Source: an optimization exercise on an open RTL-to-GDS flow (aim: small area, a short achievable clock period and few clock cycles). Production flows keep margins and buffers that such runs may drop.
Function was checked by simulation only, so behaviour that the tests miss may differ from the original.
Power figures rest on the tool's default switching activity, not on a simulated workload.

Design modular_reduction, start of the top module:
module modular_reduction #(
    parameter DATA_WIDTH = 48,
    parameter Q_WIDTH    = 23
) (
    input  wire clk,
    input  wire rst_n,
    input  wire start,
    output reg  done,
    input  wire [DATA_WIDTH-1:0] data_in,
    output wire [Q_WIDTH-1:0]    data_out
);
Size in the first run: about 400 cells after synthesis, roughly 27 flip-flops, roughly 75 I/O pins, about 3600 µm² of cells after synthesis.
Settings: LEC_CHECK=0, ABC_AREA=1, CAP_MARGIN=20, CORE_MARGIN=2, CORE_UTILIZATION=40, SETUP_SLACK_MARGIN=0.8, SLEW_MARGIN=20; clock period 5.0 ns.
standard.sh (not shown) runs the stock make flow with config.mk's settings and CLKGATE_MAP_FILE= SYNTH_SCRIPT=/design/flow/synth_recipe.tcl, a recipe that flattens the netlist after the stock synthesis.
==> flow/flow/run.sh <==
#!/bin/bash
# Own layout flow: the standard flow with these changes.
#  - Synthesis: the standard flow's synthesis script, except that Yosys's extract_fa runs
#    only inside module fa3 (the RTL's full adder), which is kept as its own
#    module until the final flatten, so every fa3 becomes one
#    sky130_fd_sc_hd__fa_1 and all other logic is left to abc (no half adders
#    and no inverters forced around extracted adders). Everything else,
#    including the final flatten and renaming, is synth_recipe.tcl as given.
#  - If flow/abc.script exists, abc runs it instead of ORFS's abc script.
#  - Port buffers: plain sky130_fd_sc_hd__buf_1 instead of the buffer that
#    buffer_ports picks by itself (a 0.5 ns clkdlybuf4s50_1).
# Each tool's output goes to standard.log (make) and ORFS's own logs.
set -euo pipefail
W=$PWD
S="$FLOW_HOME/scripts/synth.tcl"
grep -q 'extract_fa {\*}\[dont_use_extract_fa_args\]' "$S"
grep -q '^  log_cmd abc {\*}$abc_args$' "$S"
ABC_SED=()
if [[ -f "$W/flow/abc.script" ]]; then
  ABC_SED=(-e "s#^  log_cmd abc {\*}\$abc_args\$#  lset abc_args 1 $W/flow/abc.script\n  log_cmd abc {*}\$abc_args#")
fi
sed -e 's/extract_fa {\*}\[dont_use_extract_fa_args\]/extract_fa -fa fa3/' "${ABC_SED[@]}" \
  "$S" > "$W/own_synth_body.tcl"
sed "s#source \$::env(SCRIPTS_DIR)/synth.tcl#source $W/own_synth_body.tcl#" \
  "$W/synth_recipe.tcl" > "$W/own_synth.tcl"
grep -q "own_synth_body.tcl" "$W/own_synth.tcl"
bash standard.sh "SYNTH_SCRIPT=$W/own_synth.tcl" "SYNTH_KEEP_MODULES=fa3" \
  "BUFFER_PORTS_ARGS=-buffer_cell sky130_fd_sc_hd__buf_1" finish > standard.log 2>&1
==> flow/flow/abc.script <==
&get -n
&st
&dch
&nf -a
&put
topo
stime -c
buffer -c
upsize -c
dnsize -c
The first run finished clean.
Testbench counts at the start, summed over its fixed seeds: cycles 16,000.
Then changed:
==> flow/flow/abc.script (replaced) <==
strash
dch
map -a
topo
stime -c
buffer -c
upsize -c
dnsize -c
The changed run produced a clean layout.
Die area rises by 0.80%.
Power falls by 11%.
Core utilization rises by 1.1 points.
Final area rises by 2.8%.
Routed wire length rises by 3.1%.
Cell count rises by about 22%.
Non-clock buffer count rises by 2.
Fmax falls by about 2.2%.
Area after synthesis rises by 0.84%.
Setup slack got worse by 90 ps.
Sequential cell count is unchanged.
Then changed:
==> flow/flow/abc.script (replaced) <==
&get -n
&st
&dch
&nf -a
&put
topo
stime -c
buffer -c
upsize -c
dnsize -c
- GPL_TIMING_DRIVEN: unset -> 0
Setup slack gains 42 ps.
Cell count decreases by 18%.
Utilization decreases by 0.69 points.
Global-route usage decreases by 0.37 points.
Design area decreases by 1.9%.
Die area decreases by 0.80%.
Wire length decreases by 6.3%.
Non-clock buffer count does not change.
Maximum frequency increases by 1.0%.
Via count decreases by 11%.
Then changed:
- GPL_TIMING_DRIVEN: 0 -> unset
- SETUP_SLACK_MARGIN: 0.8 -> 1.0
What happened: The changed run completed with no timing, DRC or antenna violations; routed wire length increases by about 4.5%; total power rose by 5.9%; first-iteration DRC count goes up by 18%; synthesized cell count is unchanged; sequential power rises by about 2%; hold slack is better by 4.9 ps; via count stays flat; cell area came out higher by about 3.5%; critical path depth went up by 3.


== v12 ==
modular_reduction, a different RTL version from the one above (not shown whole).
Size: roughly 620 cells after synthesis, about 27 flip-flops, ~75 I/O pins, about 4700 um2 of cells after synthesis.
## modular_reduction
module modular_reduction #(
    parameter DATA_WIDTH = 48,
    parameter Q_WIDTH    = 23
) (
    input  wire clk,
    input  wire rst_n,
    input  wire start,
    output reg  done,
    input  wire [DATA_WIDTH-1:0] data_in,
    output wire [Q_WIDTH-1:0]    data_out
);
  wire [47:0] x = data_in;
  wire [47:0] nx = ~data_in;
  wire hs0, hc0, hs1, hc1, hs2, hc2, fs0, fc0, hs3, hc3, fs1, fc1, fs2, fc2, hs4, hc4, fs3, fc3, fs4, fc4, hs5, hc5, fs5, fc5, fs6, fc6, fs7, fc7, fs8, fc8, fs9, fc9, fs10, fc10, fs11, fc11, hs6, hc6, fs12, fc12, hs7, hc7, fs13, fc13, hs8, hc8, fs14, fc14, hs9, hc9, fs15, fc15, hs10, hc10, hs11, hc11, fs16, fc16, fs17, fc17, fs18, fc18, fs19, fc19, fs20, fc20, fs21, fc21, fs22, fc22, fs23, fc23, fs24, fc24, fs25, fc25, fs26, fc26, fs27, fc27, fs28, fc28, fs29, fc29, fs30, fc30, fs31, fc31, fs32, fc32, fs33, fc33, fs34, fc34, fs35, fc35, fs36, fc36, fs37, fc37, hs12, hc12, hs13, hc13, fs38, fc38, fs39, fc39, fs40, fc40, fs41, fc41, fs42, fc42, fs43, fc43, fs44, fc44, fs45, fc45, fs46, fc46, fs47, fc47, fs48, fc48, fs49, fc49, fs50, fc50, fs51, fc51, fs52, fc52, fs53, fc53, fs54, fc54, fs55, fc55, fs56, fc56, fs57, fc57, fs58, fc58, fs59, fc59, fs60, fc60;
  assign hs0 = x[15] ^ x[25];
  assign hc0 = x[15] & x[25];
  assign hs1 = x[16] ^ x[26];
  assign hc1 = x[16] & x[26];
  assign hs2 = x[0] ^ x[23];
  assign hc2 = x[0] & x[23];
  assign fs0 = x[1] ^ x[47] ^ nx[23];
  assign fc0 = (x[1] & x[47]) | (x[1] & nx[23]) | (x[47] & nx[23]);
  assign hs3 = nx[24] ^ nx[34];
  assign hc3 = nx[24] & nx[34];
  assign fs1 = x[25] ^ x[2] ^ nx[35];
  assign fc1 = (x[25] & x[2]) | (x[25] & nx[35]) | (x[2] & nx[35]);
  assign fs2 = x[3] ^ nx[25] ^ nx[26];
  assign fc2 = (x[3] & nx[25]) | (x[3] & nx[26]) | (nx[25] & nx[26]);
  assign hs4 = x[4] ^ nx[27];
  assign hc4 = x[4] & nx[27];
  assign fs3 = x[13] ^ x[23] ^ x[33];
  assign fc3 = (x[13] & x[23]) | (x[13] & x[33]) | (x[23] & x[33]);
  assign fs4 = x[14] ^ x[24] ^ x[34];
  assign fc4 = (x[14] & x[24]) | (x[14] & x[34]) | (x[24] & x[34]);
  assign hs5 = x[37] ^ x[44];
  assign hc5 = x[37] & x[44];
  assign fs5 = x[35] ^ x[38] ^ x[45];
  assign fc5 = (x[35] & x[38]) | (x[35] & x[45]) | (x[38] & x[45]);
  assign fs6 = nx[37] ^ nx[47] ^ hs0;
  assign fc6 = (nx[37] & nx[47]) | (nx[37] & hs0) | (nx[47] & hs0);
  assign fs7 = x[36] ^ x[46] ^ nx[38];
  ...
clock: 5.0 ns
lec_check: 0
abc_area: 1
cap_margin: 20
core_margin: 2
core_utilization: 40
setup_slack_margin: 0.6
slew_margin: 20
==> flow/flow/run.sh <==
#!/bin/bash
# Own layout flow: the standard flow (standard synthesis included), with
# plain sky130_fd_sc_hd__buf_1 cells as the port buffers instead of the
# buffer that buffer_ports picks by itself (a 0.5 ns clkdlybuf4s50_1).
set -euo pipefail
bash standard.sh "BUFFER_PORTS_ARGS=-buffer_cell sky130_fd_sc_hd__buf_1" finish > standard.log 2>&1
The final layout from v12, which completed every stage, passed the timing, DRC and antenna checks at the end of the flow.
Testbench counts of v12, summed over its fixed seeds: cycles 16,000.
Changes in v51 relative to v12:
--- a/flow/config.mk
+++ b/flow/config.mk
@@ -10,4 +10,4 @@
 export CORE_MARGIN = 2
 export CORE_UTILIZATION = 40
-export SETUP_SLACK_MARGIN = 0.6
+export SETUP_SLACK_MARGIN = 0.8
 export SLEW_MARGIN = 20
--- outcome ---
v12 vs v51, capture point of the critical path: y[17]$_DFF_P_ vs y[9]$_DFF_P_. Diff v12 -> v51: wire length of the first global-routing pass now sits higher, residual DRC count essentially unchanged, total number of cells along the worst setup path decreased 1, synthesized area essentially unchanged, overall fraction of global-route tracks in use roughly the same. v51 against v12: part of the power in combinational logic higher, sum of met3 wire segment lengths after detailed routing lower. Between v12 and v51, the worst-case vdd ir drop is lower for v51. The estimated power of v51 ends up higher than the estimate for v12.
Setup changes, v51 to v18
--- a/flow/config.mk
+++ b/flow/config.mk
@@ -10,4 +10,3 @@
 export CORE_MARGIN = 2
 export CORE_UTILIZATION = 40
-export SETUP_SLACK_MARGIN = 0.8
 export SLEW_MARGIN = 20
Results
v51 → v18: global routing met1 resource utilization barely changed, portion of total power attributed to the clock network increased by 0.3 points relative to the old numbers.
Power: v18 draws less than v51
Run comparison: v18 end point of the critical path data_out[18]; v51 end point of the critical path y[9]$_DFF_P_
What v15 does differently from v18 at the input level:
==> flow/run.sh (new file) <==
#!/bin/bash
# synth_recipe.tcl (not shown) runs the flow's synth.tcl, then flattens the netlist and writes it again
# the make line also repeats each setting of config.mk as NAME=value (left out here)
make -C /OpenROAD-flow-scripts/flow DESIGN_CONFIG=/design/flow/config.mk WORK_HOME=/design/flow/orfs CLKGATE_MAP_FILE= SYNTH_SCRIPT=/design/flow/synth_recipe.tcl finish
--- a/flow/config.mk
+++ b/flow/config.mk
@@ -6,5 +6,4 @@
 export NUM_CORES = 4
 export LEC_CHECK = 0
-export ABC_AREA = 1
 export CAP_MARGIN = 20
 export CORE_MARGIN = 2
removed: flow/flow/run.sh
removed: flow/standard.sh
Notes after the runs:
Between v15 and v18, it is v15 whose fmax is lower, by about 8%.
Compare v15 and v18 | share of the cycle needed by the critical path after routing lower: v18
Going from v18 to v15, via count shrank by a few percent.
v15 reached the end of the flow, and the finished layout is clean on the timing, DRC and antenna checks.
v15 ended up with a higher number of distinct library cells after synthesis than v18 did.
The run with more setup slack is v18; v15 has less.
v15: number of signal-net inverters in the final layout lower than v18
Critical path depth in v15 is 4 lower than in v18
For v23, these inputs were changed with respect to v15:
==> flow/flow/run.sh (new file) <==
#!/bin/bash
# Own layout flow: the standard flow (standard synthesis included), with
# plain sky130_fd_sc_hd__buf_1 cells as the port buffers instead of the
# buffer that buffer_ports picks by itself (a 0.5 ns clkdlybuf4s50_1).
set -euo pipefail
bash standard.sh "BUFFER_PORTS_ARGS=-buffer_cell sky130_fd_sc_hd__buf_1" finish > standard.log 2>&1
==> flow/standard.sh (new file) <==
#!/bin/bash
# synth_recipe.tcl (not shown) runs the flow's synth.tcl, then flattens the netlist and writes it again
# the make line also repeats each setting of config.mk as NAME=value (left out here)
make -C /OpenROAD-flow-scripts/flow DESIGN_CONFIG=/design/flow/config.mk WORK_HOME=/design/flow/orfs CLKGATE_MAP_FILE= SYNTH_SCRIPT=/design/flow/synth_recipe.tcl "${@:-finish}"
removed: flow/run.sh
Findings:
- Measured against each other, v23 and v15 differ in number of global-route vias before repair, the higher figure coming from v15.
- The final reports for v23 and v15 show area growth from synthesis to layout lower in the former.
- Final non-filler cell total was lower in v23 than in v15.
- In v23 relative to v15, total detailed-routing wirelength had gone down by a little under 10%.
- The cell with the largest stage delay on the worst path comes out fa_1 in one run and clkdlybuf4s50_1 in the other, namely in v23 and v15 respectively.
- Core util | v23 vs v15 | v23 lower
- In v23 relative to v15, detailed-routed wire length on met3 had gone down by a few percent.
- Share of power burned in registers in v23 vs v15: up 2.7 points
Input-level comparison between v27 and v23:
--- a/flow/config.mk
+++ b/flow/config.mk
@@ -6,4 +6,5 @@
 export NUM_CORES = 4
 export LEC_CHECK = 0
+export ABC_CLOCK_PERIOD_IN_PS = 2500
 export CAP_MARGIN = 20
 export CORE_MARGIN = 2
From v27 to v23, number of signal-net buffers in the layout did not move at all. Comparing v27 against v23, there is no change at all in shortest clock period the worst path allows after layout. From v27 to v23, post-layout instance area did not move at all. Diff v23..v27 | cell count | unchanged. As far as met1 demand-to-capacity share in global routing goes, v23 and v27 are indistinguishable; the numbers are identical. Status: combinational fraction of design power parity (v23, v27). Re adder and majority gate portion of the synthesized area: no difference whatsoever between v27 and v23.

port drivers added, routing unchanged:
The results above use ideal ports. As a check the final layouts listed here were re-extracted and re-timed, cells and wires unchanged.
Step 1 assumes that a clkbuf_16 drives the clock port and a buf_2 every other input.
Step 2 also shifts input and output timing later by t, the mid clock arrival at the registers, as if the neighbouring blocks saw the same clock.
a / b / c = no drivers / after step 1 / after step 2; a / b = the first two.
| run | t (ns) | setup WS [ns] | clock arrival spread, ns | cell pins on the clock port's net |
|---|---|---|---|---|
| the first run of note 1 | 0.294 | 0.985 / 0.967 / 0.687 | 0.003 / 0.003 | 1 |
| the second run of note 1 | 0.299 | 0.895 / 0.884 / 0.604 | 0.005 / 0.005 | 1 |
| the third run of note 1 | 0.302 | 0.937 / 0.943 / 0.641 | 0.010 / 0.010 | 1 |
| the fourth run of note 1 | 0.296 | 1.085 / 1.074 / 0.787 | 0.004 / 0.004 | 1 |
| v12 | 0.289 | 0.796 / 0.813 / 0.524 | 0.006 / 0.006 | 1 |
| v51 | 0.289 | 0.952 / 0.967 / 0.680 | 0.005 / 0.005 | 1 |
| v18 | 0.289 | 0.604 / 0.565 / 0.511 | 0.005 / 0.006 | 1 |
| v15 | 0.309 | 0.209 / 0.190 / -0.096 | 0.002 / 0.002 | 1 |
| v23 | 0.300 | 0.348 / 0.350 / 0.050 | 0.002 / 0.002 | 1 |
| v27 | 0.300 | 0.348 / 0.350 / 0.050 | 0.002 / 0.002 | 1 |
Met with ideal ports but missed after step 2: setup timing in v15. The setup slack of v15, which loses most, moves by -0.019 ns with the drivers and by -0.305 ns with both steps.
